This design comes from an exercise in tuning for small area on the open sky130 flow, not from production work. The RTL was checked by simulation tests, not by an equivalence proof against the original design. Power and IR drop assume default switching activity.

== job 2547 ==
// cpu
module cpu(clock, reset, writeRegWb, resultWb, pcIf, pcSrcId, instrID,
		imem_rdata, dmem_addr, dmem_wdata, dmem_we, dmem_rdata);
	input clock;
	input reset;
	output [31:0] pcIf;
	output [1:0] pcSrcId;
	output [31:0] instrID;
	output [4:0] writeRegWb;
	output [31:0] resultWb;
	input  [31:0] imem_rdata;
	output [31:0] dmem_addr;
	output [31:0] dmem_wdata;
	output        dmem_we;
	input  [31:0] dmem_rdata;
	localparam OP_NONE = 2'd0, OP_ADD = 2'd1, OP_AND = 2'd2, OP_OR = 2'd3;
	reg [31:0] pcReg;           
	reg [31:0] ir;              
	reg [31:0] exV1, exV2;      
	reg [15:0] exImm;
	reg        exFwdA, exFwdB;  
	reg [1:0]  exOp;
	reg        exSub, exAluSrc;
	reg [4:0]  exWr;
	reg        exRegWrite, exMemtoReg, exMemWrite;
	reg [31:0] memAlu, memWdata;
	reg [4:0]  memWr;
	reg        memRegWrite, memMemtoReg, memMemWrite;
	reg [31:0] wbResult;
	reg [4:0]  wbWr;
	reg [31:0] ram [31:1];
	wire [5:0] op = ir[31:26];
	wire [5:0] funct = ir[5:0];
	wire [4:0] rs = ir[25:21];
	wire [4:0] rt = ir[20:16];
	wire [4:0] rd = ir[15:11];
	wire [15:0] imm = ir[15:0];
	wire isR  = (op == 6'b000000);
	wire iAdd = isR && (funct == 6'b100000);
	wire iSub = isR && (funct == 6'b100010);
	wire iAnd = isR && (funct == 6'b100100);
	wire iOr  = isR && (funct == 6'b100101);
	wire iJr  = isR && (funct == 6'b001000);
	wire iLw   = (op == 6'b100011);
	wire iSw   = (op == 6'b101011);
	wire iAddi = (op == 6'b001000);
	wire iSubi = (op == 6'b001100);
	wire iBeqz = (op == 6'b000100);
	wire regDst = iAdd | iSub | iAnd | iOr;
	wire regWriteId = regDst | iLw | iAddi | iSubi;
	wire aluSrcId = iAddi | iLw | iSw | iSubi;
	wire subId = iSub | iBeqz | iSubi;
	wire [1:0] opId = (iAdd | iLw | iSw | iAddi | subId) ? OP_ADD :
	                  iAnd ? OP_AND : iOr ? OP_OR : OP_NONE;
	wire [4:0] wrId = regDst ? rd : rt;
	wire [31:0] memResult = memMemtoReg ? dmem_rdata : memAlu;
	always @(posedge clock)
		if (memRegWrite && !reset && memWr != 5'd0) begin
			ram[memWr] <= memResult;
		end
	wire exFwdAId  = (rs != 5'd0) && (rs == exWr) && exRegWrite;
	wire exFwdBId  = (rt != 5'd0) && (rt == exWr) && exRegWrite;
	wire memFwdA = (rs != 5'd0) && (rs == memWr) && memRegWrite;
	wire memFwdB = (rt != 5'd0) && (rt == memWr) && memRegWrite;
	wire [30:0] sel1;
	wire [31:0] sel2;
	wire [31:0] rdata1, v2;
	wire [95:0] rsPart;    
	genvar gk, gb;
	generate
  ...
==> flow/config.mk <==
export PLATFORM = sky130hd
export DESIGN_NAME = cpu
export DESIGN_NICKNAME = cpu
export VERILOG_FILES = /design/flow/design.v
export SDC_FILE = /design/flow/constraint.sdc
export NUM_CORES = 4
export LEC_CHECK = 0
export CAP_MARGIN = 20
export CORE_MARGIN = 2
export CORE_UTILIZATION = 45
export CTS_CLUSTER_DIAMETER = 80
export CTS_CLUSTER_SIZE = 25
export SETUP_SLACK_MARGIN = 0.3
export SLEW_MARGIN = 20
export SYNTH_HIERARCHICAL = 1
export SYNTH_MINIMUM_KEEP_SIZE = 0
==> flow/constraint.sdc <==
create_clock -name core_clock -period 5.6 [get_ports {clock}]
set_input_delay 1.1200 -clock core_clock [delete_from_list [all_inputs] [get_ports {clock}]]
set_output_delay 1.1200 -clock core_clock [all_outputs]
set_load 0.01 [all_outputs]
standard.sh (not shown) runs the stock make flow with config.mk's settings and CLKGATE_MAP_FILE= SYNTH_SCRIPT=/design/flow/synth_recipe.tcl, a recipe that flattens the netlist after the stock synthesis.
==> flow/flow/run.sh <==
#!/bin/bash
# The standard layout, with the port buffers that global placement inserts
# made from the smallest buffer (sky130_fd_sc_hd__buf_1) instead of the
# default clkdlybuf4s50_1, and without gate cloning in timing repair (a
# cloned driver left after global routing can exceed the slew limit).
# Every input and output port still gets its own buffer; later repair steps
# may still resize them.
set -euo pipefail
export BUFFER_PORTS_ARGS="-buffer_cell sky130_fd_sc_hd__buf_1"
export SKIP_GATE_CLONING=1
bash standard.sh > standard.log 2>&1
For job 4389, these inputs were changed with respect to job 2547:
- SETUP_SLACK_MARGIN changed from 0.3 to 0.15
==> flow/flow/run.sh <==
#!/bin/bash
# The standard layout, with the port buffers that global placement inserts
# made from the smallest buffer (sky130_fd_sc_hd__buf_1) instead of the
# default clkdlybuf4s50_1. Every input and output port still gets its own
# buffer; later repair steps may still resize them.
set -euo pipefail
export BUFFER_PORTS_ARGS="-buffer_cell sky130_fd_sc_hd__buf_1"
bash standard.sh > standard.log 2>&1
Notes after the runs:
- Job 4389: complete, dirty (capacitance limit, slew limit)
- Summary — number of gates on the worst path with buffers counted, job 4389 relative to job 2547: lower, by 1.
- Per the comparison of job 4389 with job 2547, wire length of the first global-routing pass moved down; number of gates given a new drive strength after cts moved down; buffering overhead moved down; design area level.
- Per the comparison of job 4389 with job 2547, detail-routed net length per standard cell shows a reduction of 0.57%; initial antenna violation count shows a reduction of 6; layout-stage area growth over the synthesis result shows a reduction of 0.26 points.
- Total power delta (job 4389 -> job 2547): insignificant
## Diff of input files: job 6583 against job 4389
- a change of SETUP_SLACK_MARGIN from 0.15 to 0.1
- a change of CORE_UTILIZATION from 45 to 50
==> run notes <==
- Complete run, failing final checks: job 6583, reason setup timing.
- Job 6583 against job 4389: power after layout shows an increase of about 0.5%; wire length shows no meaningful change.
- Relative to job 4389, the number of inserted filler cells in the final layout measured on job 6583 has decreased by more than 10%.
- For the sum of negative setup slack, job 6583 came in 89 ps lower than job 4389 did.
- Compared to job 4389, job 6583 has final worst setup slack 220 ps lower.
- For job 6583, the worst setup path startpoint was ir[22], unlike job 4389, where it was ir[25].
Modified inputs, job 809 compared to job 6583
- changing CORE_UTILIZATION from 50 to 45
- removing SETUP_SLACK_MARGIN (formerly 0.1)
==> comparison <==
[job 809] flow finished | final checks: failed | reasons: setup timing. Job 809 vs job 6583 — wire length of the first global-routing pass dropped slightly. [diff] register-to-register slack, job 809 relative to job 6583: regression. The global routing usage on met2 in job 809 was lower than what job 6583 gave. Diff job 6583 and job 809: part of the total power dissipated in combinational logic lower in job 809. Clock network area share essentially unchanged between job 6583 and job 809. Job 809 vs job 6583, power went down by 0.16 mW. The cell at the slowest stage of the critical path comes out nand4_1 in one run and a222oi_1 in the other, namely in job 6583 and job 809 respectively. Job 809 vs. job 6583: largest vdd supply drop dropped 0.018 mV, flip-flop and latch area barely changed, highest clock rate barely changed, wire length dropped 5.2 mm.

-- port drivers added, routing unchanged --
The results above use ideal ports. As a check the final layouts listed here were re-extracted and re-timed, cells and wires unchanged.
Step 1, drivers: a clkbuf_16 drives clock and a buf_2 each remaining input, both assumed.
Step 2 adds t to the input delays and takes it off the output delays; t is the mean of the earliest and latest rising clock arrival at the registers after step 1. Input paths then give back, and output paths get back, about the clock's delay inside the block.
Slacks: ideal ports / drivers / drivers and shift; pairs: ideal ports / drivers.
run | t (ns) | setup WS [ns] | worst setup path after step 2 | clock arrival spread, ns
job 2547 | 0.810 | 0.107 / 0.031 / 0.732 | register to register | 0.039 / 0.039
job 4389 | 0.804 | 0.132 / 0.061 / 0.562 | register to register | 0.044 / 0.044
job 6583 | 0.806 | -0.089 / -0.157 / 0.649 | register to output | 0.035 / 0.034
job 809 | 0.805 | -0.080 / -0.155 / 0.585 | register to register | 0.041 / 0.040
